This design comes from an exercise in tuning for small area and a short achievable clock period on the open sky130 flow, not from production work.
No functional check of the RTL was part of any run shown here.
Power and IR drop assume default switching activity.

## flow/design.v (module list and top-level ports; edited modules follow where they fit)
// module FIR: 2948 lines
// module fa3: 4 lines
// module ha2: 4 lines
// module hb2: 4 lines
// module xn2: 3 lines
// module or2m: 3 lines
// module xr2: 3 lines
// module an2: 3 lines
// module ao21: 3 lines
// module rz: 3 lines
// module rs: 3 lines
module FIR #
(
    parameter inbit = 11,
    parameter outbit = 23,
    parameter n=32
)
(
    input rst,
    input clk,
    input wire signed [inbit-1:0] infix,
    output reg signed [outbit-1:0] outfix
);
  // ...
==> flow/run.sh <==
#!/bin/bash
# synth_recipe.tcl (not shown) runs the flow's synth.tcl, then flattens the netlist and writes it again
# the make line also repeats each setting of config.mk as NAME=value (left out here)
make -C /OpenROAD-flow-scripts/flow DESIGN_CONFIG=/design/flow/config.mk WORK_HOME=/design/flow/orfs CLKGATE_MAP_FILE= SYNTH_SCRIPT=/design/flow/synth_recipe.tcl finish
==> flow/config.mk <==
export PLATFORM = sky130hd
export DESIGN_NAME = FIR
export DESIGN_NICKNAME = FIR
export VERILOG_FILES = /design/flow/design.v
export SDC_FILE = /design/flow/constraint.sdc
export NUM_CORES = 4
export LEC_CHECK = 0
export CAP_MARGIN = 20
export CORE_MARGIN = 2
export CORE_UTILIZATION = 40
export CTS_BUF_LIST = sky130_fd_sc_hd__clkbuf_16
export CTS_CLUSTER_DIAMETER = 100
export CTS_CLUSTER_SIZE = 25
export SETUP_SLACK_MARGIN = 2.1
export SLEW_MARGIN = 20
export SYNTH_HIERARCHICAL = 1
==> flow/constraint.sdc <==
create_clock -name core_clock -period 4.2 [get_ports {clk}]
set_input_delay 0.8400 -clock core_clock [delete_from_list [all_inputs] [get_ports {clk}]]
set_output_delay 0.8400 -clock core_clock [all_outputs]
set_load 0.01 [all_outputs]
==> results by group, run 1 <==
CTS
  – CTS root buf: clkbuf_16
  – Max Root-Sink Buffers: 3
  – Post-CTS sizing: 269

Setup path
  – Capture point of the critical path: A3_9_1
  – Worst setup EP type: flip-flop
  – Crit path top cell by count: fa_2
  – Worst path bufs/invs: 1
  – RR Endpoint: A3_9_1
  – Family with the most delay on the worst path: adder cells

Pwr
  – Clock Power Share: 24.2%
  – Max VDD drop: 0.253 mV

Synth
  – Mapped cell area: 30500 um2
  – Proportion of synthesized area in mux cells: 0%
  – Synth Flop Type: dfxtp_1
  – Post-synthesis cell type count: 20
  – Top post-synthesis cells by area: dfxtp_1, fa_1, nand2_1

Layout
  – Share of layout cells above drive strength 1: 16.5%
  – Seq_cells: 690
  – Layout area overhead: 11.6%
  – Fraction of area in registers: 41.5%
  – Final Non-Filler Cells: 3418

Timing
  – Min setup slack post-route: 2.01 ns
  – Period minus WS final: 2.19 ns
  – Final Hold Viols: 0

Floorplanning
  – Chip Height: 280 um
  – I/O pin count: 36
  – Starting Density: 40.3%

GRT
  – Grt ovf: 0

Route
  – DR vias/cell: 4.65
  – Routed length per placed instance: 18.3 um

Run status
  – Status: no timing/DRC/antenna violations
==> run 2, diff against run 1 <==
--- a/flow/design.v
+++ b/flow/design.v
@@ -1835,668 +1835,390 @@
   rz g521 (.r(rst), .a(s69), .y(dA11_14_0));
   rz g522 (.r(rst), .a(s71), .y(dA11_15_0));
   rs g523 (.rn(rstn), .a(c72), .y(dA11_16_0));
   rs g524 (.rn(rstn), .a(1'b0), .y(dA11_17_0));
   rs g525 (.rn(rstn), .a(1'b0), .y(dA11_18_0));
   wire [19:0] fsum;
   wire kx1;
   wire kg2;
-  wire kp3;
-  wire kx4;
-  wire kg5;
-  wire kp6;
+  wire kx3;
+  wire kg4;
+  wire kx5;
+  wire kg6;
   wire kx7;
   wire kg8;
-  wire kp9;
-  wire kx10;
-  wire kg11;
-  wire kp12;
+  wire kx9;
+  wire kg10;
+  wire kx11;
+  wire kg12;
   wire kx13;
   wire kg14;
-  wire kp15;
-  wire kx16;
-  wire kg17;
-  wire kp18;
+  wire kx15;
+  wire kg16;
+  wire kx17;
+  wire kg18;
   wire kx19;
   wire kg20;
-  wire kp21;
-  wire kx22;
-  wire kg23;
-  wire kp24;
+  wire kx21;
+  wire kg22;
+  wire kx23;
+  wire kg24;
   wire kx25;
   wire kg26;
-  wire kp27;
-  wire kx28;
-  wire kg29;
-  wire kp30;
+  wire kx27;
+  wire kg28;
+  wire kx29;
+  wire kg30;
   wire kx31;
   wire kg32;
-  wire kp33;
-  wire kx34;
-  wire kg35;
-  wire kp36;
-  wire kx37;
-  wire kg38;
-  wire kp39;
-  wire kx40;
+  wire kx33;
+  wire kg34;
+  wire kx35;
+  wire kg36;
+  wire kg37;
+  wire kp38;
+  wire kg39;
+  wire kp40;
   wire kg41;
   wire kp42;
-  wire kx43;
-  wire kg44;
-  wire kp45;
-  wire kx46;
+  wire kg43;
+  wire kp44;
+  wire kg45;
+  wire kp46;
   wire kg47;
   wire kp48;
-  wire kx49;
-  wire kg50;
-  wire kp51;
-  wire kx52;
+  wire kg49;
+  wire kp50;
+  wire kg51;
+  wire kp52;
   wire kg53;
   wire kp54;
   wire kg55;
-  wire kp56;
-  wire kg57;
-  wire kp58;
-  wire kg59;
-  wire kp60;
-  wire kg61;
-  wire kp62;
-  wire kg63;
-  wire kp64;
-  wire kg65;
-  wire kp66;
-  wire kg67;
-  wire kp68;
-  wire kg69;
-  wire kp70;
-  wire kg71;
-  wire kp72;
+  wire kg56;
+  wire kp57;
+  wire kg58;
+  wire kp59;
+  wire kg60;
+  wire kp61;
+  wire kg62;
+  wire kp63;
+  wire kg64;
+  wire kp65;
+  wire kg66;
+  wire kp67;
+  wire kg68;
+  wire kp69;
+  wire kg70;
+  wire kp71;
+  wire kg72;
   wire kg73;
-  wire kp74;
-  wire kg75;
-  wire kp76;
-  wire kg77;
-  wire kp78;
-  wire kg79;
-  wire kp80;
-  wire kg81;
-  wire kp82;
+  wire kg74;
+  wire kp75;
+  wire kg76;
+  wire kp77;
+  wire kg78;
+  wire kp79;
+  wire kg80;
+  wire kp81;
+  wire kg82;
   wire kg83;
-  wire kp84;
-  wire kp85;
+  wire kg84;
+  wire kg85;
   wire kg86;
-  wire kp87;
+  wire kg87;
   wire kg88;
-  wire kp89;
+  wire kg89;
   wire kg90;
-  wire kp91;
+  wire kg91;
   wire kg92;
-  wire kp93;
+  wire kg93;
   wire kg94;
-  wire kp95;
+  wire kg95;
   wire kg96;
-  wire kp97;
-  wire kg98;
-  wire kp99;
-  wire kg100;
-  wire kp101;
-  wire kg102;
-  wire kp103;
-  wire kg104;
-  wire kp105;
-  wire kg106;
-  wire kp107;
-  wire kg108;
-  wire kp109;
-  wire kg110;
-  wire kp111;
-  wire kg112;
-  wire kp113;
-  wire kg114;
-  wire kp115;
-  wire kg116;
-  wire kp117;
+  wire kg97;
+  wire ks98;
+  wire ks99;
+  wire ks100;
+  wire ks101;
+  wire ks102;
+  wire ks103;
+  wire ks104;
+  wire ks105;
+  wire ks106;
+  wire ks107;
+  wire ks108;
+  wire ks109;
+  wire ks110;
+  wire ks111;
+  wire ks112;
+  wire ks113;
+  wire ks114;
+  wire ks115;
+  wire ks116;
+  assign fsum[0] = kx1;
+  assign fsum[1] = ks98;
+  assign fsum[2] = ks99;
+  assign fsum[3] = ks100;
+  assign fsum[4] = ks101;
+  assign fsum[5] = ks102;
+  assign fsum[6] = ks103;
+  assign fsum[7] = ks104;
+  assign fsum[8] = ks105;
+  assign fsum[9] = ks106;
+  assign fsum[10] = ks107;
+  assign fsum[11] = ks108;
+  assign fsum[12] = ks109;
+  assign fsum[13] = ks110;
+  assign fsum[14] = ks111;
+  assign fsum[15] = ks112;
+  assign fsum[16] = ks113;
+  assign fsum[17] = ks114;
+  assign fsum[18] = ks115;
+  assign fsum[19] = ks116;
+  wire kx117;
   wire kg118;
-  wire kp119;
+  wire kx119;
   wire kg120;
-  wire kp121;
+  wire kx121;
   wire kg122;
-  wire kp123;
+  wire kx123;
   wire kg124;
-  wire kp125;
+  wire kx125;
   wire kg126;
-  wire kp127;
+  wire kx127;
   wire kg128;
-  wire kp129;
+  wire kx129;
   wire kg130;
-  wire kp131;
+  wire kx131;
   wire kg132;
-  wire kp133;
+  wire kx133;
   wire kg134;
-  wire kp135;
+  wire kx135;
   wire kg136;
-  wire kp137;
+  wire kx137;
   wire kg138;
-  wire kp139;
-  wire kg140;
-  wire kp141;
-  wire kg142;
-  wire kp143;
-  wire kg144;
-  wire kp145;
-  wire kg146;
-  wire kp147;
+  wire kg139;
+  wire kp140;
+  wire kg141;
+  wire kp142;
+  wire kg143;
+  wire kp144;
+  wire kg145;
+  wire kp146;
+  wire kg147;
   wire kg148;
   wire kp149;
   wire kg150;
   wire kp151;
   wire kg152;
   wire kp153;
   wire kg154;
-  wire kp155;
+  wire kg155;
   wire kg156;
-  wire kp157;
+  wire kg157;
   wire kg158;
-  wire kp159;
+  wire kg159;
   wire kg160;
-  wire kp161;
+  wire kg161;
   wire kg162;
-  wire kp163;
-  wire kg164;
-  wire kp165;
-  wire kg166;
-  wire kp167;
-  wire kg168;
-  wire kp169;
-  wire kg170;
-  wire kp171;
-  wire kg172;
-  wire kp173;
-  wire kg174;
-  wire kp175;
-  wire kg176;
-  wire kp177;
-  wire kg178;
-  wire kp179;
-  wire kg180;
-  wire kp181;
-  wire kg182;
-  wire kp183;
-  wire kg184;
-  wire kp185;
-  wire kg186;
-  wire kp187;
-  wire kg188;
-  wire kp189;
-  wire kg190;
-  wire kp191;
-  wire ks192;
-  wire ks193;
-  wire ks194;
-  wire ks195;
-  wire ks196;
-  wire ks197;
-  wire ks198;
-  wire ks199;
-  wire ks200;
-  wire ks201;
-  wire ks202;
-  wire ks203;
-  wire ks204;
-  wire ks205;
-  wire ks206;
-  wire ks207;
-  wire ks208;
-  wire ks209;
-  wire ks210;
-  assign fsum[0] = kx1;
-  assign fsum[1] = ks192;
-  assign fsum[2] = ks193;
-  assign fsum[3] = ks194;
-  assign fsum[4] = ks195;
-  assign fsum[5] = ks196;
-  assign fsum[6] = ks197;
-  assign fsum[7] = ks198;
-  assign fsum[8] = ks199;
-  assign fsum[9] = ks200;
-  assign fsum[10] = ks201;
-  assign fsum[11] = ks202;
-  assign fsum[12] = ks203;
-  assign fsum[13] = ks204;
-  assign fsum[14] = ks205;
-  assign fsum[15] = ks206;
-  assign fsum[16] = ks207;
-  assign fsum[17] = ks208;
-  assign fsum[18] = ks209;
-  assign fsum[19] = ks210;
-  wire kx211;
-  wire kg212;
-  wire kp213;
-  wire kx214;
-  wire kg215;
-  wire kp216;
-  wire kx217;
-  wire kg218;
-  wire kp219;
-  wire kx220;
-  wire kg221;
-  wire kp222;
-  wire kx223;
-  wire kg224;
-  wire kp225;
-  wire kx226;
-  wire kg227;
-  wire kp228;
-  wire kx229;
-  wire kg230;
-  wire kp231;
-  wire kx232;
-  wire kg233;
-  wire kp234;
-  wire kx235;
-  wire kg236;
-  wire kp237;
-  wire kx238;
-  wire kg239;
-  wire kp240;
-  wire kx241;
-  wire kg242;
-  wire kp243;
-  wire kg244;
-  wire kp245;
-  wire kg246;
-  wire kp247;
-  wire kg248;
-  wire kp249;
-  wire kg250;
-  wire kp251;
-  wire kg252;
-  wire kp253;
-  wire kg254;
-  wire kp255;
-  wire kg256;
-  wire kp257;
-  wire kg258;
-  wire kp259;
-  wire kg260;
-  wire kp261;
-  wire kg262;
-  wire kp263;
-  wire kg264;
-  wire kp265;
-  wire kg266;
-  wire kp267;
-  wire kg268;
-  wire kp269;
-  wire kg270;
-  wire kp271;
-  wire kg272;
-  wire kp273;
-  wire kg274;
-  wire kp275;
-  wire kg276;
-  wire kp277;
-  wire kg278;
-  wire kp279;
-  wire kg280;
-  wire kp281;
-  wire kg282;
-  wire kp283;
-  wire kg284;
-  wire kp285;
-  wire kg286;
-  wire kp287;
-  wire kg288;
-  wire kp289;
-  wire kg290;
-  wire kp291;
-  wire kg292;
-  wire kp293;
-  wire kg294;
-  wire kp295;
-  wire kg296;
-  wire kp297;
-  wire kg298;
-  wire kp299;
-  wire kg300;
-  wire kp301;
-  wire ks302;
-  wire ks303;
-  wire ks304;
-  wire ks305;
-  wire ks306;
-  wire ks307;
-  wire ks308;
-  wire ks309;
-  wire ks310;
-  wire ks311;
-  assign v0[0] = kx211;
-  assign v0[1] = ks302;
-  assign v0[2] = ks303;
-  assign v0[3] = ks304;
-  assign v0[4] = ks305;
-  assign v0[5] = ks306;
-  assign v0[6] = ks307;
-  assign v0[7] = ks308;
-  assign v0[8] = ks309;
-  assign v0[9] = ks310;
-  assign v0[10] = ks311;
-  assign v0[11] = kg296;
+  wire ks163;
+  wire ks164;
+  wire ks165;
+  wire ks166;
+  wire ks167;
+  wire ks168;
+  wire ks169;
+  wire ks170;
+  wire ks171;
+  wire ks172;
+  assign v0[0] = kx117;
+  assign v0[1] = ks163;
+  assign v0[2] = ks164;
+  assign v0[3] = ks165;
+  assign v0[4] = ks166;
+  assign v0[5] = ks167;
+  assign v0[6] = ks168;
+  assign v0[7] = ks169;
+  assign v0[8] = ks170;
+  assign v0[9] = ks171;
+  assign v0[10] = ks172;
+  assign v0[11] = kg160;
   xr2 m1 (.a(A0_0_0), .b(A0_0_1), .y(kx1));
   an2 m2 (.a(A0_0_0), .b(A0_0_1), .y(kg2));
-  or2m m3 (.a(A0_0_0), .b(A0_0_1), .y(kp3));
-  xr2 m4 (.a(A0_1_0), .b(A0_1_1), .y(kx4));
-  an2 m5 (.a(A0_1_0), .b(A0_1_1), .y(kg5));
-  or2m m6 (.a(A0_1_0), .b(A0_1_1), .y(kp6));
-  xr2 m7 (.a(A0_2_0), .b(A0_2_1), .y(kx7));
-  an2 m8 (.a(A0_2_0), .b(A0_2_1), .y(kg8));
-  or2m m9 (.a(A0_2_0), .b(A0_2_1), .y(kp9));
-  xr2 m10 (.a(A0_4_0), .b(A0_4_1), .y(kx10));
-  an2 m11 (.a(A0_4_0), .b(A0_4_1), .y(kg11));
-  or2m m12 (.a(A0_4_0), .b(A0_4_1), .y(kp12));
-  xr2 m13 (.a(A0_5_0), .b(A0_5_1), .y(kx13));
-  an2 m14 (.a(A0_5_0), .b(A0_5_1), .y(kg14));
-  or2m m15 (.a(A0_5_0), .b(A0_5_1), .y(kp15));
-  xr2 m16 (.a(A0_6_0), .b(A0_6_1), .y(kx16));
-  an2 m17 (.a(A0_6_0), .b(A0_6_1), .y(kg17));
-  or2m m18 (.a(A0_6_0), .b(A0_6_1), .y(kp18));
-  xr2 m19 (.a(A0_7_0), .b(A0_7_1), .y(kx19));
-  an2 m20 (.a(A0_7_0), .b(A0_7_1), .y(kg20));
-  or2m m21 (.a(A0_7_0), .b(A0_7_1), .y(kp21));
-  xr2 m22 (.a(A0_8_0), .b(A0_8_1), .y(kx22));
-  an2 m23 (.a(A0_8_0), .b(A0_8_1), .y(kg23));
-  or2m m24 (.a(A0_8_0), .b(A0_8_1), .y(kp24));
-  xr2 m25 (.a(A0_9_0), .b(A0_9_1), .y(kx25));
-  an2 m26 (.a(A0_9_0), .b(A0_9_1), .y(kg26));
-  or2m m27 (.a(A0_9_0), .b(A0_9_1), .y(kp27));
-  xr2 m28 (.a(A0_10_0), .b(A0_10_1), .y(kx28));
-  an2 m29 (.a(A0_10_0), .b(A0_10_1), .y(kg29));
-  or2m m30 (.a(A0_10_0), .b(A0_10_1), .y(kp30));
-  xr2 m31 (.a(A0_11_0), .b(A0_11_1), .y(kx31));
-  an2 m32 (.a(A0_11_0), .b(A0_11_1), .y(kg32));
-  or2m m33 (.a(A0_11_0), .b(A0_11_1), .y(kp33));
-  xr2 m34 (.a(A0_12_0), .b(A0_12_1), .y(kx34));
-  an2 m35 (.a(A0_12_0), .b(A0_12_1), .y(kg35));
-  or2m m36 (.a(A0_12_0), .b(A0_12_1), .y(kp36));
-  xr2 m37 (.a(A0_13_0), .b(A0_13_1), .y(kx37));
-  an2 m38 (.a(A0_13_0), .b(A0_13_1), .y(kg38));
-  or2m m39 (.a(A0_13_0), .b(A0_13_1), .y(kp39));
-  xr2 m40 (.a(A0_14_0), .b(A0_14_1), .y(kx40));
-  an2 m41 (.a(A0_14_0), .b(A0_14_1), .y(kg41));
-  or2m m42 (.a(A0_14_0), .b(A0_14_1), .y(kp42));
-  xr2 m43 (.a(A0_15_0), .b(A0_15_1), .y(kx43));
-  an2 m44 (.a(A0_15_0), .b(A0_15_1), .y(kg44));
-  or2m m45 (.a(A0_15_0), .b(A0_15_1), .y(kp45));
-  xr2 m46 (.a(A0_16_0), .b(A0_16_1), .y(kx46));
-  an2 m47 (.a(A0_16_0), .b(A0_16_1), .y(kg47));
-  or2m m48 (.a(A0_16_0), .b(A0_16_1), .y(kp48));
-  xr2 m49 (.a(A0_17_0), .b(A0_17_1), .y(kx49));
-  an2 m50 (.a(A0_17_0), .b(A0_17_1), .y(kg50));
-  or2m m51 (.a(A0_17_0), .b(A0_17_1), .y(kp51));
-  xr2 m52 (.a(A0_18_0), .b(A0_18_1), .y(kx52));
-  an2 m53 (.a(A0_18_0), .b(A0_18_1), .y(kg53));
-  or2m m54 (.a(A0_18_0), .b(A0_18_1), .y(kp54));
-  an2 m55 (.a(A0_19_0), .b(kg53), .y(kg55));
-  an2 m56 (.a(A0_19_0), .b(kp54), .y(kp56));
-  ao21 m57 (.a(kp54), .b(kg50), .c(kg53), .y(kg57));
-  an2 m58 (.a(kp54), .b(kp51), .y(kp58));
-  ao21 m59 (.a(kp51), .b(kg47), .c(kg50), .y(kg59));
-  an2 m60 (.a(kp51), .b(kp48), .y(kp60));
-  ao21 m61 (.a(kp48), .b(kg44), .c(kg47), .y(kg61));
-  an2 m62 (.a(kp48), .b(kp45), .y(kp62));
-  ao21 m63 (.a(kp45), .b(kg41), .c(kg44), .y(kg63));
-  an2 m64 (.a(kp45), .b(kp42), .y(kp64));
-  ao21 m65 (.a(kp42), .b(kg38), .c(kg41), .y(kg65));
-  an2 m66 (.a(kp42), .b(kp39), .y(kp66));
-  ao21 m67 (.a(kp39), .b(kg35), .c(kg38), .y(kg67));
-  an2 m68 (.a(kp39), .b(kp36), .y(kp68));
-  ao21 m69 (.a(kp36), .b(kg32), .c(kg35), .y(kg69));
-  an2 m70 (.a(kp36), .b(kp33), .y(kp70));
-  ao21 m71 (.a(kp33), .b(kg29), .c(kg32), .y(kg71));
-  an2 m72 (.a(kp33), .b(kp30), .y(kp72));
-  ao21 m73 (.a(kp30), .b(kg26), .c(kg29), .y(kg73));
-  an2 m74 (.a(kp30), .b(kp27), .y(kp74));
-  ao21 m75 (.a(kp27), .b(kg23), .c(kg26), .y(kg75));
-  an2 m76 (.a(kp27), .b(kp24), .y(kp76));
-  ao21 m77 (.a(kp24), .b(kg20), .c(kg23), .y(kg77));
-  an2 m78 (.a(kp24), .b(kp21), .y(kp78));
-  ao21 m79 (.a(kp21), .b(kg17), .c(kg20), .y(kg79));
-  an2 m80 (.a(kp21), .b(kp18), .y(kp80));
-  ao21 m81 (.a(kp18), .b(kg14), .c(kg17), .y(kg81));
-  an2 m82 (.a(kp18), .b(kp15), .y(kp82));
-  ao21 m83 (.a(kp15), .b(kg11), .c(kg14), .y(kg83));
-  an2 m84 (.a(kp15), .b(kp12), .y(kp84));
-  an2 m85 (.a(kp12), .b(A0_3_0), .y(kp85));
-  an2 m86 (.a(A0_3_0), .b(kg8), .y(kg86));
-  an2 m87 (.a(A0_3_0), .b(kp9), .y(kp87));
-  ao21 m88 (.a(kp9), .b(kg5), .c(kg8), .y(kg88));
-  an2 m89 (.a(kp9), .b(kp6), .y(kp89));
-  ao21 m90 (.a(kp6), .b(kg2), .c(kg5), .y(kg90));
-  an2 m91 (.a(kp6), .b(kp3), .y(kp91));
-  ao21 m92 (.a(kp56), .b(kg59), .c(kg55), .y(kg92));
-  an2 m93 (.a(kp56), .b(kp60), .y(kp93));
-  ao21 m94 (.a(kp58), .b(kg61), .c(kg57), .y(kg94));
-  an2 m95 (.a(kp58), .b(kp62), .y(kp95));
-  ao21 m96 (.a(kp60), .b(kg63), .c(kg59), .y(kg96));
-  an2 m97 (.a(kp60), .b(kp64), .y(kp97));
-  ao21 m98 (.a(kp62), .b(kg65), .c(kg61), .y(kg98));
-  an2 m99 (.a(kp62), .b(kp66), .y(kp99));
-  ao21 m100 (.a(kp64), .b(kg67), .c(kg63), .y(kg100));
-  an2 m101 (.a(kp64), .b(kp68), .y(kp101));
-  ao21 m102 (.a(kp66), .b(kg69), .c(kg65), .y(kg102));
-  an2 m103 (.a(kp66), .b(kp70), .y(kp103));
-  ao21 m104 (.a(kp68), .b(kg71), .c(kg67), .y(kg104));
-  an2 m105 (.a(kp68), .b(kp72), .y(kp105));
-  ao21 m106 (.a(kp70), .b(kg73), .c(kg69), .y(kg106));
-  an2 m107 (.a(kp70), .b(kp74), .y(kp107));
-  ao21 m108 (.a(kp72), .b(kg75), .c(kg71), .y(kg108));
-  an2 m109 (.a(kp72), .b(kp76), .y(kp109));
-  ao21 m110 (.a(kp74), .b(kg77), .c(kg73), .y(kg110));
-  an2 m111 (.a(kp74), .b(kp78), .y(kp111));
-  ao21 m112 (.a(kp76), .b(kg79), .c(kg75), .y(kg112));
-  an2 m113 (.a(kp76), .b(kp80), .y(kp113));
-  ao21 m114 (.a(kp78), .b(kg81), .c(kg77), .y(kg114));
-  an2 m115 (.a(kp78), .b(kp82), .y(kp115));
-  ao21 m116 (.a(kp80), .b(kg83), .c(kg79), .y(kg116));
-  an2 m117 (.a(kp80), .b(kp84), .y(kp117));
-  ao21 m118 (.a(kp82), .b(kg11), .c(kg81), .y(kg118));
-  an2 m119 (.a(kp82), .b(kp85), .y(kp119));
-  ao21 m120 (.a(kp84), .b(kg86), .c(kg83), .y(kg120));
-  an2 m121 (.a(kp84), .b(kp87), .y(kp121));
-  ao21 m122 (.a(kp85), .b(kg88), .c(kg11), .y(kg122));
-  an2 m123 (.a(kp85), .b(kp89), .y(kp123));
-  ao21 m124 (.a(kp87), .b(kg90), .c(kg86), .y(kg124));
-  an2 m125 (.a(kp87), .b(kp91), .y(kp125));
-  ao21 m126 (.a(kp89), .b(kg2), .c(kg88), .y(kg126));
-  an2 m127 (.a(kp89), .b(kp3), .y(kp127));
-  ao21 m128 (.a(kp93), .b(kg100), .c(kg92), .y(kg128));
-  an2 m129 (.a(kp93), .b(kp101), .y(kp129));
-  ao21 m130 (.a(kp95), .b(kg102), .c(kg94), .y(kg130));
-  an2 m131 (.a(kp95), .b(kp103), .y(kp131));
-  ao21 m132 (.a(kp97), .b(kg104), .c(kg96), .y(kg132));
-  an2 m133 (.a(kp97), .b(kp105), .y(kp133));
-  ao21 m134 (.a(kp99), .b(kg106), .c(kg98), .y(kg134));
-  an2 m135 (.a(kp99), .b(kp107), .y(kp135));
-  ao21 m136 (.a(kp101), .b(kg108), .c(kg100), .y(kg136));
-  an2 m137 (.a(kp101), .b(kp109), .y(kp137));
-  ao21 m138 (.a(kp103), .b(kg110), .c(kg102), .y(kg138));
-  an2 m139 (.a(kp103), .b(kp111), .y(kp139));
-  ao21 m140 (.a(kp105), .b(kg112), .c(kg104), .y(kg140));
-  an2 m141 (.a(kp105), .b(kp113), .y(kp141));
-  ao21 m142 (.a(kp107), .b(kg114), .c(kg106), .y(kg142));
-  an2 m143 (.a(kp107), .b(kp115), .y(kp143));
-  ao21 m144 (.a(kp109), .b(kg116), .c(kg108), .y(kg144));
-  an2 m145 (.a(kp109), .b(kp117), .y(kp145));
-  ao21 m146 (.a(kp111), .b(kg118), .c(kg110), .y(kg146));
-  an2 m147 (.a(kp111), .b(kp119), .y(kp147));
-  ao21 m148 (.a(kp113), .b(kg120), .c(kg112), .y(kg148));
-  an2 m149 (.a(kp113), .b(kp121), .y(kp149));
-  ao21 m150 (.a(kp115), .b(kg122), .c(kg114), .y(kg150));
-  an2 m151 (.a(kp115), .b(kp123), .y(kp151));
-  ao21 m152 (.a(kp117), .b(kg124), .c(kg116), .y(kg152));
-  an2 m153 (.a(kp117), .b(kp125), .y(kp153));
-  ao21 m154 (.a(kp119), .b(kg126), .c(kg118), .y(kg154));
-  an2 m155 (.a(kp119), .b(kp127), .y(kp155));
-  ao21 m156 (.a(kp121), .b(kg90), .c(kg120), .y(kg156));
-  an2 m157 (.a(kp121), .b(kp91), .y(kp157));
-  ao21 m158 (.a(kp123), .b(kg2), .c(kg122), .y(kg158));
-  an2 m159 (.a(kp123), .b(kp3), .y(kp159));
-  ao21 m160 (.a(kp129), .b(kg144), .c(kg128), .y(kg160));
-  an2 m161 (.a(kp129), .b(kp145), .y(kp161));
-  ao21 m162 (.a(kp131), .b(kg146), .c(kg130), .y(kg162));
-  an2 m163 (.a(kp131), .b(kp147), .y(kp163));
-  ao21 m164 (.a(kp133), .b(kg148), .c(kg132), .y(kg164));
-  an2 m165 (.a(kp133), .b(kp149), .y(kp165));
-  ao21 m166 (.a(kp135), .b(kg150), .c(kg134), .y(kg166));
-  an2 m167 (.a(kp135), .b(kp151), .y(kp167));
-  ao21 m168 (.a(kp137), .b(kg152), .c(kg136), .y(kg168));
-  an2 m169 (.a(kp137), .b(kp153), .y(kp169));
-  ao21 m170 (.a(kp139), .b(kg154), .c(kg138), .y(kg170));
-  an2 m171 (.a(kp139), .b(kp155), .y(kp171));
-  ao21 m172 (.a(kp141), .b(kg156), .c(kg140), .y(kg172));
-  an2 m173 (.a(kp141), .b(kp157), .y(kp173));
-  ao21 m174 (.a(kp143), .b(kg158), .c(kg142), .y(kg174));
-  an2 m175 (.a(kp143), .b(kp159), .y(kp175));
-  ao21 m176 (.a(kp145), .b(kg124), .c(kg144), .y(kg176));
-  an2 m177 (.a(kp145), .b(kp125), .y(kp177));
-  ao21 m178 (.a(kp147), .b(kg126), .c(kg146), .y(kg178));
-  an2 m179 (.a(kp147), .b(kp127), .y(kp179));
-  ao21 m180 (.a(kp149), .b(kg90), .c(kg148), .y(kg180));
-  an2 m181 (.a(kp149), .b(kp91), .y(kp181));
-  ao21 m182 (.a(kp151), .b(kg2), .c(kg150), .y(kg182));
-  an2 m183 (.a(kp151), .b(kp3), .y(kp183));
-  ao21 m184 (.a(kp161), .b(kg124), .c(kg160), .y(kg184));
-  an2 m185 (.a(kp161), .b(kp125), .y(kp185));
-  ao21 m186 (.a(kp163), .b(kg126), .c(kg162), .y(kg186));
-  an2 m187 (.a(kp163), .b(kp127), .y(kp187));
-  ao21 m188 (.a(kp165), .b(kg90), .c(kg164), .y(kg188));
-  an2 m189 (.a(kp165), .b(kp91), .y(kp189));
-  ao21 m190 (.a(kp167), .b(kg2), .c(kg166), .y(kg190));
-  an2 m191 (.a(kp167), .b(kp3), .y(kp191));
-  xr2 m192 (.a(kx4), .b(kg2), .y(ks192));
-  xr2 m193 (.a(kx7), .b(kg90), .y(ks193));
-  xr2 m194 (.a(A0_3_0), .b(kg126), .y(ks194));
-  xr2 m195 (.a(kx10), .b(kg124), .y(ks195));
-  xr2 m196 (.a(kx13), .b(kg158), .y(ks196));
-  xr2 m197 (.a(kx16), .b(kg156), .y(ks197));
-  xr2 m198 (.a(kx19), .b(kg154), .y(ks198));
-  xr2 m199 (.a(kx22), .b(kg152), .y(ks199));
-  xr2 m200 (.a(kx25), .b(kg182), .y(ks200));
-  xr2 m201 (.a(kx28), .b(kg180), .y(ks201));
-  xr2 m202 (.a(kx31), .b(kg178), .y(ks202));
-  xr2 m203 (.a(kx34), .b(kg176), .y(ks203));
-  xr2 m204 (.a(kx37), .b(kg174), .y(ks204));
-  xr2 m205 (.a(kx40), .b(kg172), .y(ks205));
-  xr2 m206 (.a(kx43), .b(kg170), .y(ks206));
-  xr2 m207 (.a(kx46), .b(kg168), .y(ks207));
-  xr2 m208 (.a(kx49), .b(kg190), .y(ks208));
-  xr2 m209 (.a(kx52), .b(kg188), .y(ks209));
-  xr2 m210 (.a(A0_19_0), .b(kg186), .y(ks210));
-  xr2 m211 (.a(wi[0]), .b(X[0]), .y(kx211));
-  an2 m212 (.a(wi[0]), .b(X[0]), .y(kg212));
-  or2m m213 (.a(wi[0]), .b(X[0]), .y(kp213));
-  xr2 m214 (.a(wi[1]), .b(X[1]), .y(kx214));
-  an2 m215 (.a(wi[1]), .b(X[1]), .y(kg215));
-  or2m m216 (.a(wi[1]), .b(X[1]), .y(kp216));
-  xr2 m217 (.a(wi[2]), .b(X[2]), .y(kx217));
-  an2 m218 (.a(wi[2]), .b(X[2]), .y(kg218));
-  or2m m219 (.a(wi[2]), .b(X[2]), .y(kp219));
-  xr2 m220 (.a(wi[3]), .b(X[3]), .y(kx220));
-  an2 m221 (.a(wi[3]), .b(X[3]), .y(kg221));
-  or2m m222 (.a(wi[3]), .b(X[3]), .y(kp222));
-  xr2 m223 (.a(wi[4]), .b(X[4]), .y(kx223));
-  an2 m224 (.a(wi[4]), .b(X[4]), .y(kg224));
-  or2m m225 (.a(wi[4]), .b(X[4]), .y(kp225));
-  xr2 m226 (.a(wi[5]), .b(X[5]), .y(kx226));
-  an2 m227 (.a(wi[5]), .b(X[5]), .y(kg227));
-  or2m m228 (.a(wi[5]), .b(X[5]), .y(kp228));
-  xr2 m229 (.a(wi[6]), .b(X[6]), .y(kx229));
-  an2 m230 (.a(wi[6]), .b(X[6]), .y(kg230));
-  or2m m231 (.a(wi[6]), .b(X[6]), .y(kp231));
-  xr2 m232 (.a(wi[7]), .b(X[7]), .y(kx232));
-  an2 m233 (.a(wi[7]), .b(X[7]), .y(kg233));
-  or2m m234 (.a(wi[7]), .b(X[7]), .y(kp234));
-  xr2 m235 (.a(wi[8]), .b(X[8]), .y(kx235));
-  an2 m236 (.a(wi[8]), .b(X[8]), .y(kg236));
-  or2m m237 (.a(wi[8]), .b(X[8]), .y(kp237));
-  xr2 m238 (.a(wi[9]), .b(X[9]), .y(kx238));
-  an2 m239 (.a(wi[9]), .b(X[9]), .y(kg239));
-  or2m m240 (.a(wi[9]), .b(X[9]), .y(kp240));
-  xr2 m241 (.a(wi[10]), .b(X[10]), .y(kx241));
-  an2 m242 (.a(wi[10]), .b(X[10]), .y(kg242));
-  or2m m243 (.a(wi[10]), .b(X[10]), .y(kp243));
-  ao21 m244 (.a(kp243), .b(kg239), .c(kg242), .y(kg244));
-  an2 m245 (.a(kp243), .b(kp240), .y(kp245));
-  ao21 m246 (.a(kp240), .b(kg236), .c(kg239), .y(kg246));
-  an2 m247 (.a(kp240), .b(kp237), .y(kp247));
-  ao21 m248 (.a(kp237), .b(kg233), .c(kg236), .y(kg248));
-  an2 m249 (.a(kp237), .b(kp234), .y(kp249));
-  ao21 m250 (.a(kp234), .b(kg230), .c(kg233), .y(kg250));
-  an2 m251 (.a(kp234), .b(kp231), .y(kp251));
-  ao21 m252 (.a(kp231), .b(kg227), .c(kg230), .y(kg252));
-  an2 m253 (.a(kp231), .b(kp228), .y(kp253));
-  ao21 m254 (.a(kp228), .b(kg224), .c(kg227), .y(kg254));
-  an2 m255 (.a(kp228), .b(kp225), .y(kp255));
-  ao21 m256 (.a(kp225), .b(kg221), .c(kg224), .y(kg256));
-  an2 m257 (.a(kp225), .b(kp222), .y(kp257));
-  ao21 m258 (.a(kp222), .b(kg218), .c(kg221), .y(kg258));
-  an2 m259 (.a(kp222), .b(kp219), .y(kp259));
-  ao21 m260 (.a(kp219), .b(kg215), .c(kg218), .y(kg260));
-  an2 m261 (.a(kp219), .b(kp216), .y(kp261));
-  ao21 m262 (.a(kp216), .b(kg212), .c(kg215), .y(kg262));
-  an2 m263 (.a(kp216), .b(kp213), .y(kp263));
-  ao21 m264 (.a(kp245), .b(kg248), .c(kg244), .y(kg264));
-  an2 m265 (.a(kp245), .b(kp249), .y(kp265));
-  ao21 m266 (.a(kp247), .b(kg250), .c(kg246), .y(kg266));
-  an2 m267 (.a(kp247), .b(kp251), .y(kp267));
-  ao21 m268 (.a(kp249), .b(kg252), .c(kg248), .y(kg268));
-  an2 m269 (.a(kp249), .b(kp253), .y(kp269));
-  ao21 m270 (.a(kp251), .b(kg254), .c(kg250), .y(kg270));
-  an2 m271 (.a(kp251), .b(kp255), .y(kp271));
-  ao21 m272 (.a(kp253), .b(kg256), .c(kg252), .y(kg272));
-  an2 m273 (.a(kp253), .b(kp257), .y(kp273));
-  ao21 m274 (.a(kp255), .b(kg258), .c(kg254), .y(kg274));
-  an2 m275 (.a(kp255), .b(kp259), .y(kp275));
-  ao21 m276 (.a(kp257), .b(kg260), .c(kg256), .y(kg276));
-  an2 m277 (.a(kp257), .b(kp261), .y(kp277));
-  ao21 m278 (.a(kp259), .b(kg262), .c(kg258), .y(kg278));
-  an2 m279 (.a(kp259), .b(kp263), .y(kp279));
-  ao21 m280 (.a(kp261), .b(kg212), .c(kg260), .y(kg280));
-  an2 m281 (.a(kp261), .b(kp213), .y(kp281));
-  ao21 m282 (.a(kp265), .b(kg272), .c(kg264), .y(kg282));
-  an2 m283 (.a(kp265), .b(kp273), .y(kp283));
-  ao21 m284 (.a(kp267), .b(kg274), .c(kg266), .y(kg284));
-  an2 m285 (.a(kp267), .b(kp275), .y(kp285));
-  ao21 m286 (.a(kp269), .b(kg276), .c(kg268), .y(kg286));
-  an2 m287 (.a(kp269), .b(kp277), .y(kp287));
-  ao21 m288 (.a(kp271), .b(kg278), .c(kg270), .y(kg288));
-  an2 m289 (.a(kp271), .b(kp279), .y(kp289));
-  ao21 m290 (.a(kp273), .b(kg280), .c(kg272), .y(kg290));
-  an2 m291 (.a(kp273), .b(kp281), .y(kp291));
-  ao21 m292 (.a(kp275), .b(kg262), .c(kg274), .y(kg292));
-  an2 m293 (.a(kp275), .b(kp263), .y(kp293));
-  ao21 m294 (.a(kp277), .b(kg212), .c(kg276), .y(kg294));
-  an2 m295 (.a(kp277), .b(kp213), .y(kp295));
-  ao21 m296 (.a(kp283), .b(kg280), .c(kg282), .y(kg296));
-  an2 m297 (.a(kp283), .b(kp281), .y(kp297));
-  ao21 m298 (.a(kp285), .b(kg262), .c(kg284), .y(kg298));
-  an2 m299 (.a(kp285), .b(kp263), .y(kp299));
-  ao21 m300 (.a(kp287), .b(kg212), .c(kg286), .y(kg300));
-  an2 m301 (.a(kp287), .b(kp213), .y(kp301));
-  xr2 m302 (.a(kx214), .b(kg212), .y(ks302));
-  xr2 m303 (.a(kx217), .b(kg262), .y(ks303));
-  xr2 m304 (.a(kx220), .b(kg280), .y(ks304));
-  xr2 m305 (.a(kx223), .b(kg278), .y(ks305));
-  xr2 m306 (.a(kx226), .b(kg294), .y(ks306));
-  xr2 m307 (.a(kx229), .b(kg292), .y(ks307));
-  xr2 m308 (.a(kx232), .b(kg290), .y(ks308));
-  xr2 m309 (.a(kx235), .b(kg288), .y(ks309));
-  xr2 m310 (.a(kx238), .b(kg300), .y(ks310));
-  xr2 m311 (.a(kx241), .b(kg298), .y(ks311));
+  xr2 m3 (.a(A0_1_0), .b(A0_1_1), .y(kx3));
+  an2 m4 (.a(A0_1_0), .b(A0_1_1), .y(kg4));
+  xr2 m5 (.a(A0_2_0), .b(A0_2_1), .y(kx5));
+  an2 m6 (.a(A0_2_0), .b(A0_2_1), .y(kg6));
+  xr2 m7 (.a(A0_4_0), .b(A0_4_1), .y(kx7));
+  an2 m8 (.a(A0_4_0), .b(A0_4_1), .y(kg8));
+  xr2 m9 (.a(A0_5_0), .b(A0_5_1), .y(kx9));
+  an2 m10 (.a(A0_5_0), .b(A0_5_1), .y(kg10));
+  xr2 m11 (.a(A0_6_0), .b(A0_6_1), .y(kx11));
+  an2 m12 (.a(A0_6_0), .b(A0_6_1), .y(kg12));
+  xr2 m13 (.a(A0_7_0), .b(A0_7_1), .y(kx13));
+  an2 m14 (.a(A0_7_0), .b(A0_7_1), .y(kg14));
+  xr2 m15 (.a(A0_8_0), .b(A0_8_1), .y(kx15));
+  an2 m16 (.a(A0_8_0), .b(A0_8_1), .y(kg16));
+  xr2 m17 (.a(A0_9_0), .b(A0_9_1), .y(kx17));
+  an2 m18 (.a(A0_9_0), .b(A0_9_1), .y(kg18));
+  xr2 m19 (.a(A0_10_0), .b(A0_10_1), .y(kx19));
+  an2 m20 (.a(A0_10_0), .b(A0_10_1), .y(kg20));
+  xr2 m21 (.a(A0_11_0), .b(A0_11_1), .y(kx21));
+  an2 m22 (.a(A0_11_0), .b(A0_11_1), .y(kg22));
+  xr2 m23 (.a(A0_12_0), .b(A0_12_1), .y(kx23));
+  an2 m24 (.a(A0_12_0), .b(A0_12_1), .y(kg24));
+  xr2 m25 (.a(A0_13_0), .b(A0_13_1), .y(kx25));
+  an2 m26 (.a(A0_13_0), .b(A0_13_1), .y(kg26));
+  xr2 m27 (.a(A0_14_0), .b(A0_14_1), .y(kx27));
+  an2 m28 (.a(A0_14_0), .b(A0_14_1), .y(kg28));
+  xr2 m29 (.a(A0_15_0), .b(A0_15_1), .y(kx29));
+  an2 m30 (.a(A0_15_0), .b(A0_15_1), .y(kg30));
+  xr2 m31 (.a(A0_16_0), .b(A0_16_1), .y(kx31));
+  an2 m32 (.a(A0_16_0), .b(A0_16_1), .y(kg32));
+  xr2 m33 (.a(A0_17_0), .b(A0_17_1), .y(kx33));
+  an2 m34 (.a(A0_17_0), .b(A0_17_1), .y(kg34));
+  xr2 m35 (.a(A0_18_0), .b(A0_18_1), .y(kx35));
+  an2 m36 (.a(A0_18_0), .b(A0_18_1), .y(kg36));
+  an2 m37 (.a(A0_19_0), .b(kg36), .y(kg37));
+  an2 m38 (.a(A0_19_0), .b(kx35), .y(kp38));
+  ao21 m39 (.a(kx33), .b(kg32), .c(kg34), .y(kg39));
+  an2 m40 (.a(kx33), .b(kx31), .y(kp40));
+  ao21 m41 (.a(kx29), .b(kg28), .c(kg30), .y(kg41));
+  an2 m42 (.a(kx29), .b(kx27), .y(kp42));
+  ao21 m43 (.a(kx25), .b(kg24), .c(kg26), .y(kg43));
+  an2 m44 (.a(kx25), .b(kx23), .y(kp44));
+  ao21 m45 (.a(kx21), .b(kg20), .c(kg22), .y(kg45));
+  an2 m46 (.a(kx21), .b(kx19), .y(kp46));
+  ao21 m47 (.a(kx17), .b(kg16), .c(kg18), .y(kg47));
+  an2 m48 (.a(kx17), .b(kx15), .y(kp48));
+  ao21 m49 (.a(kx13), .b(kg12), .c(kg14), .y(kg49));
+  an2 m50 (.a(kx13), .b(kx11), .y(kp50));
+  ao21 m51 (.a(kx9), .b(kg8), .c(kg10), .y(kg51));
+  an2 m52 (.a(kx9), .b(kx7), .y(kp52));
+  an2 m53 (.a(A0_3_0), .b(kg6), .y(kg53));
+  an2 m54 (.a(A0_3_0), .b(kx5), .y(kp54));
+  ao21 m55 (.a(kx3), .b(kg2), .c(kg4), .y(kg55));
+  ao21 m56 (.a(kp38), .b(kg39), .c(kg37), .y(kg56));
+  an2 m57 (.a(kp38), .b(kp40), .y(kp57));
+  ao21 m58 (.a(kx35), .b(kg39), .c(kg36), .y(kg58));
+  an2 m59 (.a(kx35), .b(kp40), .y(kp59));
+  ao21 m60 (.a(kp42), .b(kg43), .c(kg41), .y(kg60));
+  an2 m61 (.a(kp42), .b(kp44), .y(kp61));
+  ao21 m62 (.a(kx27), .b(kg43), .c(kg28), .y(kg62));
+  an2 m63 (.a(kx27), .b(kp44), .y(kp63));
+  ao21 m64 (.a(kp46), .b(kg47), .c(kg45), .y(kg64));
+  an2 m65 (.a(kp46), .b(kp48), .y(kp65));
+  ao21 m66 (.a(kx19), .b(kg47), .c(kg20), .y(kg66));
+  an2 m67 (.a(kx19), .b(kp48), .y(kp67));
+  ao21 m68 (.a(kp50), .b(kg51), .c(kg49), .y(kg68));
+  an2 m69 (.a(kp50), .b(kp52), .y(kp69));
+  ao21 m70 (.a(kx11), .b(kg51), .c(kg12), .y(kg70));
+  an2 m71 (.a(kx11), .b(kp52), .y(kp71));
+  ao21 m72 (.a(kp54), .b(kg55), .c(kg53), .y(kg72));
+  ao21 m73 (.a(kx5), .b(kg55), .c(kg6), .y(kg73));
+  ao21 m74 (.a(kp61), .b(kg64), .c(kg60), .y(kg74));
+  an2 m75 (.a(kp61), .b(kp65), .y(kp75));
+  ao21 m76 (.a(kp63), .b(kg64), .c(kg62), .y(kg76));
+  an2 m77 (.a(kp63), .b(kp65), .y(kp77));
+  ao21 m78 (.a(kp44), .b(kg64), .c(kg43), .y(kg78));
+  an2 m79 (.a(kp44), .b(kp65), .y(kp79));
+  ao21 m80 (.a(kx23), .b(kg64), .c(kg24), .y(kg80));
+  an2 m81 (.a(kx23), .b(kp65), .y(kp81));
+  ao21 m82 (.a(kp69), .b(kg72), .c(kg68), .y(kg82));
+  ao21 m83 (.a(kp71), .b(kg72), .c(kg70), .y(kg83));
+  ao21 m84 (.a(kp52), .b(kg72), .c(kg51), .y(kg84));
+  ao21 m85 (.a(kx7), .b(kg72), .c(kg8), .y(kg85));
+  ao21 m86 (.a(kp75), .b(kg82), .c(kg74), .y(kg86));
+  ao21 m87 (.a(kp77), .b(kg82), .c(kg76), .y(kg87));
+  ao21 m88 (.a(kp79), .b(kg82), .c(kg78), .y(kg88));
+  ao21 m89 (.a(kp81), .b(kg82), .c(kg80), .y(kg89));
+  ao21 m90 (.a(kp65), .b(kg82), .c(kg64), .y(kg90));
+  ao21 m91 (.a(kp67), .b(kg82), .c(kg66), .y(kg91));
+  ao21 m92 (.a(kp48), .b(kg82), .c(kg47), .y(kg92));
+  ao21 m93 (.a(kx15), .b(kg82), .c(kg16), .y(kg93));
+  ao21 m94 (.a(kp57), .b(kg86), .c(kg56), .y(kg94));
+  ao21 m95 (.a(kp59), .b(kg86), .c(kg58), .y(kg95));
+  ao21 m96 (.a(kp40), .b(kg86), .c(kg39), .y(kg96));
+  ao21 m97 (.a(kx31), .b(kg86), .c(kg32), .y(kg97));
+  xr2 m98 (.a(kx3), .b(kg2), .y(ks98));
+  xr2 m99 (.a(kx5), .b(kg55), .y(ks99));
+  xr2 m100 (.a(A0_3_0), .b(kg73), .y(ks100));
+  xr2 m101 (.a(kx7), .b(kg72), .y(ks101));
+  xr2 m102 (.a(kx9), .b(kg85), .y(ks102));
+  xr2 m103 (.a(kx11), .b(kg84), .y(ks103));
+  xr2 m104 (.a(kx13), .b(kg83), .y(ks104));
+  xr2 m105 (.a(kx15), .b(kg82), .y(ks105));
+  xr2 m106 (.a(kx17), .b(kg93), .y(ks106));
+  xr2 m107 (.a(kx19), .b(kg92), .y(ks107));
+  xr2 m108 (.a(kx21), .b(kg91), .y(ks108));
+  xr2 m109 (.a(kx23), .b(kg90), .y(ks109));
+  xr2 m110 (.a(kx25), .b(kg89), .y(ks110));
+  xr2 m111 (.a(kx27), .b(kg88), .y(ks111));
+  xr2 m112 (.a(kx29), .b(kg87), .y(ks112));
+  xr2 m113 (.a(kx31), .b(kg86), .y(ks113));
+  xr2 m114 (.a(kx33), .b(kg97), .y(ks114));
+  xr2 m115 (.a(kx35), .b(kg96), .y(ks115));
+  xr2 m116 (.a(A0_19_0), .b(kg95), .y(ks116));
+  xr2 m117 (.a(wi[0]), .b(X[0]), .y(kx117));
+  an2 m118 (.a(wi[0]), .b(X[0]), .y(kg118));
+  xr2 m119 (.a(wi[1]), .b(X[1]), .y(kx119));
+  an2 m120 (.a(wi[1]), .b(X[1]), .y(kg120));
+  xr2 m121 (.a(wi[2]), .b(X[2]), .y(kx121));
+  an2 m122 (.a(wi[2]), .b(X[2]), .y(kg122));
+  xr2 m123 (.a(wi[3]), .b(X[3]), .y(kx123));
+  an2 m124 (.a(wi[3]), .b(X[3]), .y(kg124));
+  xr2 m125 (.a(wi[4]), .b(X[4]), .y(kx125));
+  an2 m126 (.a(wi[4]), .b(X[4]), .y(kg126));
+  xr2 m127 (.a(wi[5]), .b(X[5]), .y(kx127));
+  an2 m128 (.a(wi[5]), .b(X[5]), .y(kg128));
+  xr2 m129 (.a(wi[6]), .b(X[6]), .y(kx129));
+  an2 m130 (.a(wi[6]), .b(X[6]), .y(kg130));
+  xr2 m131 (.a(wi[7]), .b(X[7]), .y(kx131));
+  an2 m132 (.a(wi[7]), .b(X[7]), .y(kg132));
+  xr2 m133 (.a(wi[8]), .b(X[8]), .y(kx133));
+  an2 m134 (.a(wi[8]), .b(X[8]), .y(kg134));
+  xr2 m135 (.a(wi[9]), .b(X[9]), .y(kx135));
+  an2 m136 (.a(wi[9]), .b(X[9]), .y(kg136));
+  xr2 m137 (.a(wi[10]), .b(X[10]), .y(kx137));
+  an2 m138 (.a(wi[10]), .b(X[10]), .y(kg138));
+  ao21 m139 (.a(kx135), .b(kg134), .c(kg136), .y(kg139));
+  an2 m140 (.a(kx135), .b(kx133), .y(kp140));
+  ao21 m141 (.a(kx131), .b(kg130), .c(kg132), .y(kg141));
+  an2 m142 (.a(kx131), .b(kx129), .y(kp142));
+  ao21 m143 (.a(kx127), .b(kg126), .c(kg128), .y(kg143));
+  an2 m144 (.a(kx127), .b(kx125), .y(kp144));
+  ao21 m145 (.a(kx123), .b(kg122), .c(kg124), .y(kg145));
+  an2 m146 (.a(kx123), .b(kx121), .y(kp146));
+  ao21 m147 (.a(kx119), .b(kg118), .c(kg120), .y(kg147));
+  ao21 m148 (.a(kx137), .b(kg139), .c(kg138), .y(kg148));
+  an2 m149 (.a(kx137), .b(kp140), .y(kp149));
+  ao21 m150 (.a(kp142), .b(kg143), .c(kg141), .y(kg150));
+  an2 m151 (.a(kp142), .b(kp144), .y(kp151));
+  ao21 m152 (.a(kx129), .b(kg143), .c(kg130), .y(kg152));
+  an2 m153 (.a(kx129), .b(kp144), .y(kp153));
+  ao21 m154 (.a(kp146), .b(kg147), .c(kg145), .y(kg154));
+  ao21 m155 (.a(kx121), .b(kg147), .c(kg122), .y(kg155));
+  ao21 m156 (.a(kp151), .b(kg154), .c(kg150), .y(kg156));
+  ao21 m157 (.a(kp153), .b(kg154), .c(kg152), .y(kg157));
+  ao21 m158 (.a(kp144), .b(kg154), .c(kg143), .y(kg158));
+  ao21 m159 (.a(kx125), .b(kg154), .c(kg126), .y(kg159));
+  ao21 m160 (.a(kp149), .b(kg156), .c(kg148), .y(kg160));
+  ao21 m161 (.a(kp140), .b(kg156), .c(kg139), .y(kg161));
+  ao21 m162 (.a(kx133), .b(kg156), .c(kg134), .y(kg162));
+  xr2 m163 (.a(kx119), .b(kg118), .y(ks163));
+  xr2 m164 (.a(kx121), .b(kg147), .y(ks164));
+  xr2 m165 (.a(kx123), .b(kg155), .y(ks165));
+  xr2 m166 (.a(kx125), .b(kg154), .y(ks166));
+  xr2 m167 (.a(kx127), .b(kg159), .y(ks167));
+  xr2 m168 (.a(kx129), .b(kg158), .y(ks168));
+  xr2 m169 (.a(kx131), .b(kg157), .y(ks169));
+  xr2 m170 (.a(kx133), .b(kg156), .y(ks170));
+  xr2 m171 (.a(kx135), .b(kg162), .y(ks171));
+  xr2 m172 (.a(kx137), .b(kg161), .y(ks172));
   always @(posedge clk) begin
     X <= {wi[10] | rst, wi[9:0] & {10{rstn}}};
     U0 <= {v0[11] | rst, v0[10:0] & {11{rstn}}};
     U1 <= {dU1_11, dU1_10, dU1_9, dU1_8, dU1_7, dU1_6, dU1_5, dU1_4, dU1_3, dU1_2, dU1_1, dU1_0};
     U2 <= {dU2_11, dU2_10, dU2_9, dU2_8, dU2_7, dU2_6, dU2_5, dU2_4, dU2_3, dU2_2, dU2_1, dU2_0};
     U3 <= {dU3_11, dU3_10, dU3_9, dU3_8, dU3_7, dU3_6, dU3_5, dU3_4, dU3_3, dU3_2, dU3_1, dU3_0};
     U4 <= {dU4_11, dU4_10, dU4_9, dU4_8, dU4_7, dU4_6, dU4_5, dU4_4, dU4_3, dU4_2, dU4_1, dU4_0};
     U5 <= {dU5_11, dU5_10, dU5_9, dU5_8, dU5_7, dU5_6, dU5_5, dU5_4, dU5_3, dU5_2, dU5_1, dU5_0};
==> results by group, run 2 <==
GRT
  – Grt ovf: 0 (unchanged)
  – Vias in the first global route: 17809 (was 18087)
  – First-pass GRT wire length: 100000 um (about the same)
  – Largest net degree at the start of global routing: 204 (was 217)
  – Overall Global Routing Usage: 16.7% (was 16.9%)
  – Initial antenna violation count: 0 (unchanged)

Setup path
  – Slowest cell delay on critical path: 0.55 ns (was 0.52 ns)
  – Arr. time, crit path: 2.74 ns (was 2.62 ns)
  – Worst path bufs/invs: 1 (unchanged)
  – CP startpoint: infix[8] (was U4[9])
  – Family with the most delay on the worst path: adder cells (unchanged)
  – Crit path top cell by count: fa_2 (unchanged)
  – R2r startpoint: U0[6] (was U4[9])
  – Worst Path Class, Setup: in -> reg (was reg -> reg)
  – Crit start category: primary input (was flip-flop)
  – Critical path fanouts, max: 4 (was 3)
  – Worst setup EP type: flip-flop (unchanged)
  – Crit path cell chain: dlygate4sd2_1, fa_2, fa_1, fa_2, or2_2 (was buf_12, fa_2, fa_2, fa_1, nor2_1)
  – CP required: 4.70 ns (was 4.64 ns)
  – Max stage delay cell, worst path: fa_1 (was fa_2)

Synth
  – Post-synthesis cell type count: 20 (unchanged)
  – Yosys reg bits: 690 (unchanged)
  – Synth Flop Type: dfxtp_1 (unchanged)
  – Post-synth top area cell: dfxtp_1 (unchanged)
  – Mapped cell area: 29800 um2 (was 30500 um2)
  – Cell count after synthesis: 2223 (was 2327)
  – Post-synth EDFFs: 0 (unchanged)
  – Top-count cell post-synth: dfxtp_1 (unchanged)
  – Sequential share of the synthesized area: 46.3% (was 45.2%)
  – Syn_area_per_cell: 13.4 um2 (was 13.1 um2)
  – Synth warn: 7 (unchanged)
  – Post-synth top area share: 46.3% (was 45.2%)
  – Most common library cells after synthesis: dfxtp_1, fa_1, nand2_1 (unchanged)
  – Top post-synthesis cells by area: dfxtp_1, fa_1, nand2_1 (unchanged)
  – Ys async rst share: 0% (unchanged)

Route
  – DR vias/cell: 4.60 (was 4.65)
  – Post-route antenna net violation count: 0 (unchanged)
  – Pre-antenna DRT Iters: 6 (was 5)
  – Post-route DRC: 0 (unchanged)
  – Routed via count: 15196 (was 15908)
  – Drt initial violations: 669 (was 857)
  – Routed length per placed instance: 18.1 um (was 18.3 um)
  – Final WL: 59700 um (was 62700 um)

Pwr
  – Sw power: 4.18 mW (was 4.57 mW)
  – Max VDD drop: 0.307 mV (was 0.253 mV)
  – Net Sw Frac: 28.2% (was 29.3%)
  – Share of power burned in registers: 51.4% (was 49.2%)
  – Clock Power Share: 23.3% (was 24.2%)
  – Logic pwr share: 25.2% (was 26.7%)
  – Pleak: 13.0 nW (was 13.4 nW)
  – Int Pwr: 10.6 mW (was 11.0 mW)
  – P per Cell Area: 444 nW/um2 (was 458 nW/um2)

Layout
  – Reg area: 14200 um2 (about the same)
  – Share of layout cells above drive strength 1: 16.9% (was 16.5%)
  – Leading cell type in the layout, fill and taps excluded: dfxtp_1 (unchanged)
  – Inserted Diodes: 0 (unchanged)
  – Commonest cells after routing, fill and taps aside: dfxtp_1, fa_1, nand2_1, nor2_1, nor2b_1 (unchanged)
  – Largest register FFs: 20 (unchanged)
  – Final core occ: 44.9% (was 45.0%)
  – Multi-input gate area: 16100 um2 (was 16800 um2)
  – Largest Register: outfix (unchanged)
  – Nets: 2910 (was 3016)
  – Layout area overhead: 11.6% (about the same)
  – Fillers: 6678 (was 6897)

Floorplanning
  – Starting Density: 40.2% (was 40.3%)
  – Chip Height: 277 um (was 280 um)
  – I/O pin count: 36 (unchanged)
  – Row count: 100 (was 101)
  – Die Area: 76800 um2 (was 78600 um2)
  – Core area: 74200 um2 (was 75800 um2)
  – Die X: 277 um (was 280 um)

Timing
  – Slew Viols, Final: 0 (unchanged)
  – Final setup vio count: 0 (unchanged)
  – Final Hold Viols: 0 (unchanged)
  – Period minus WS final: 2.24 ns (was 2.19 ns)
  – Relative slew slack: 31.1% (was 30.4%)
  – RSZ-0062 raised after global routing: true (unchanged)
  – Max Clk Rate: 446 MHz (was 457 MHz)
  – Min setup slack post-route: 1.96 ns (was 2.01 ns)
  – Clk_skew: 0.0151 ns (was 0.0255 ns)
  – Min Hold Slack: 0.368 ns (was 0.370 ns)
  – Least-Margin Pin Slew: 1.03 ns (was 1.04 ns)
  – Setup TNS: 0 ns (unchanged)
  – Fin crit share: 53.4% (was 52.1%)

Placement
  – Post-Place Setup Slack: 1.09 ns (was 1.10 ns)
  – PortBufs: 35 (unchanged)
  – HPWL after DPL: 44100 um (was 45700 um)
  – Gpl congestion: 0.803 (was 0.802)

CTS
  – Max Root-Sink Buffers: 3 (unchanged)
  – Clk sinks: 690 (unchanged)
  – Hold_buf cts: 0 (unchanged)
  – Worst-path clk slew: 0.10 ns (about the same)
  – Later-pin clock latency in the skew report: 0.61 ns (was 0.58 ns)
  – CTS tree: yes (unchanged)
  – # H-tree levels: 1 (was 2)
  – Cts bufs inserted: 31 (was 34)
  – CTS root buf: clkbuf_16 (unchanged)

Flow run
  – Max cap viols: 0 (unchanged)

Min path
  – Hold Path Class: reg -> reg (unchanged)
  – Hold Crit Start: A6_1_0 (was A10_18_0)

Run status
  – Status: no timing/DRC/antenna violations (unchanged)
## run 2: per-module statistics from Yosys, one instance, submodules excluded, a selection
module	cell area, um2	flip-flops and latches	times used
FIR	15100	690	1
fa3	20.0	0	532
ha2	12.5	0	29
xn2	8.76	0	30
xr2	8.76	0	62
ao21	7.51	0	53
an2	6.26	0	56
or2m	6.26	0	26
rs	3.75	0	274
rz	3.75	0	251
## run 2: cell families (layout without fill, tap and decap cells)
kind of cell	count (synthesis)	after routing	synth area share, %
xor+xnor	92	92	2.70
flops	690	690	46.3
other cells	1	2	0.0126
buf+inv	48	156	0.750
simple gates	772	772	11.8
compound gates	53	53	1.33
fa+ha+maj	567	567	37.1
## run 2: metal layers
metal,global-route usage (%),part of all wire [%],vias up
met5,0,0,-
met4,4.81,3.3,0
met3,2.09,2.5,78
met2,29.8,52,147
met1,21.4,42,8012
li1,-,-,6959
## run 2: layout make-up
class / instances / area share [%]
Tap cell: 969 / 3.64
Timing Repair Buffer: 94 / 2.68
Inverter: 27 / 0.334
Clock buffer: 31 / 2.33
Multi-Input combinational cell: 1486 / 48.3
Sequential cell: 690 / 42.5
Clock inverter: 4 / 0.203
## run 2: stage by stage
step	area [um2]	power [mW]	instances
2_1_floorplan	29900	10.5	2224
3_3_place_gp	31500	11.5	3214
3_5_place_dp	31500	11.5	3214
4_1_cts	32900	14.9	3277
5_1_grt	33300	15.9	3301
6_report	33300	14.8	3301
## run 2: worst reg2reg max path, delay by kind of cell (launching register included)
kind | cells | cell delay [ns]
flops | 1 | 0.36
fa+ha+maj | 3 | 1.52
simple gates | 1 | 0.23
## run 2: repair_timing
item / in CTS / in global routing
resized for setup: 253 / 105
endpoints found under the hold margin: 0 / 0
setup endpoints to repair: 225 / 114
buffers inserted: 28 / 24
pin swaps: 31 / 59
## run 2: path summary, 6_finish.rpt
path / end / slack [ns] / cells after the start
worst max-delay path: A0_9_1 / 1.96 / 5
worst min-delay path: A5_1_0 / 0.37 / 1
worst max register to register: A0_6_1 / 1.99 / 4
worst min register to register: A5_1_0 / 0.37 / 1
## run 2: power by group through the flow
stage                     logic (mW)  clock network, mW  registers [mW]
after floorplan                 2.77                  0            7.75
after global placement          3.64                  0            7.81
after detailed placement        3.71                  0            7.82
after CTS                       3.72               3.57            7.65
after global routing            4.40               3.80            7.72
final                           3.74               3.45            7.61

==> separate check: timing with driven ports <==
No port has a modelled driver above. Below, the same layouts with a new extraction and two added sets of constraints. Step 1 assumes that a clkbuf_16 drives the clock port and a buf_2 every other input. Step 2 moves the port delays by t, midway between the first and last clock arrival at a register: inputs arrive t later, outputs are due t later. That takes back most of the time a late clock gives input paths. Three values: ideal ports, drivers, drivers and shift; two values: the first two.
run	t (ns)	slack for setup (ns)	worst setup path after step 2
run 1	0.629	2.012 / 2.012 / 1.408	input to register
run 2	0.665	1.959 / 1.991 / 1.337	input to register
After both steps setup and hold are still met in every run listed. The setup slack of run 2, which loses most, moves by +0.032 ns with the drivers and by -0.622 ns with both steps.
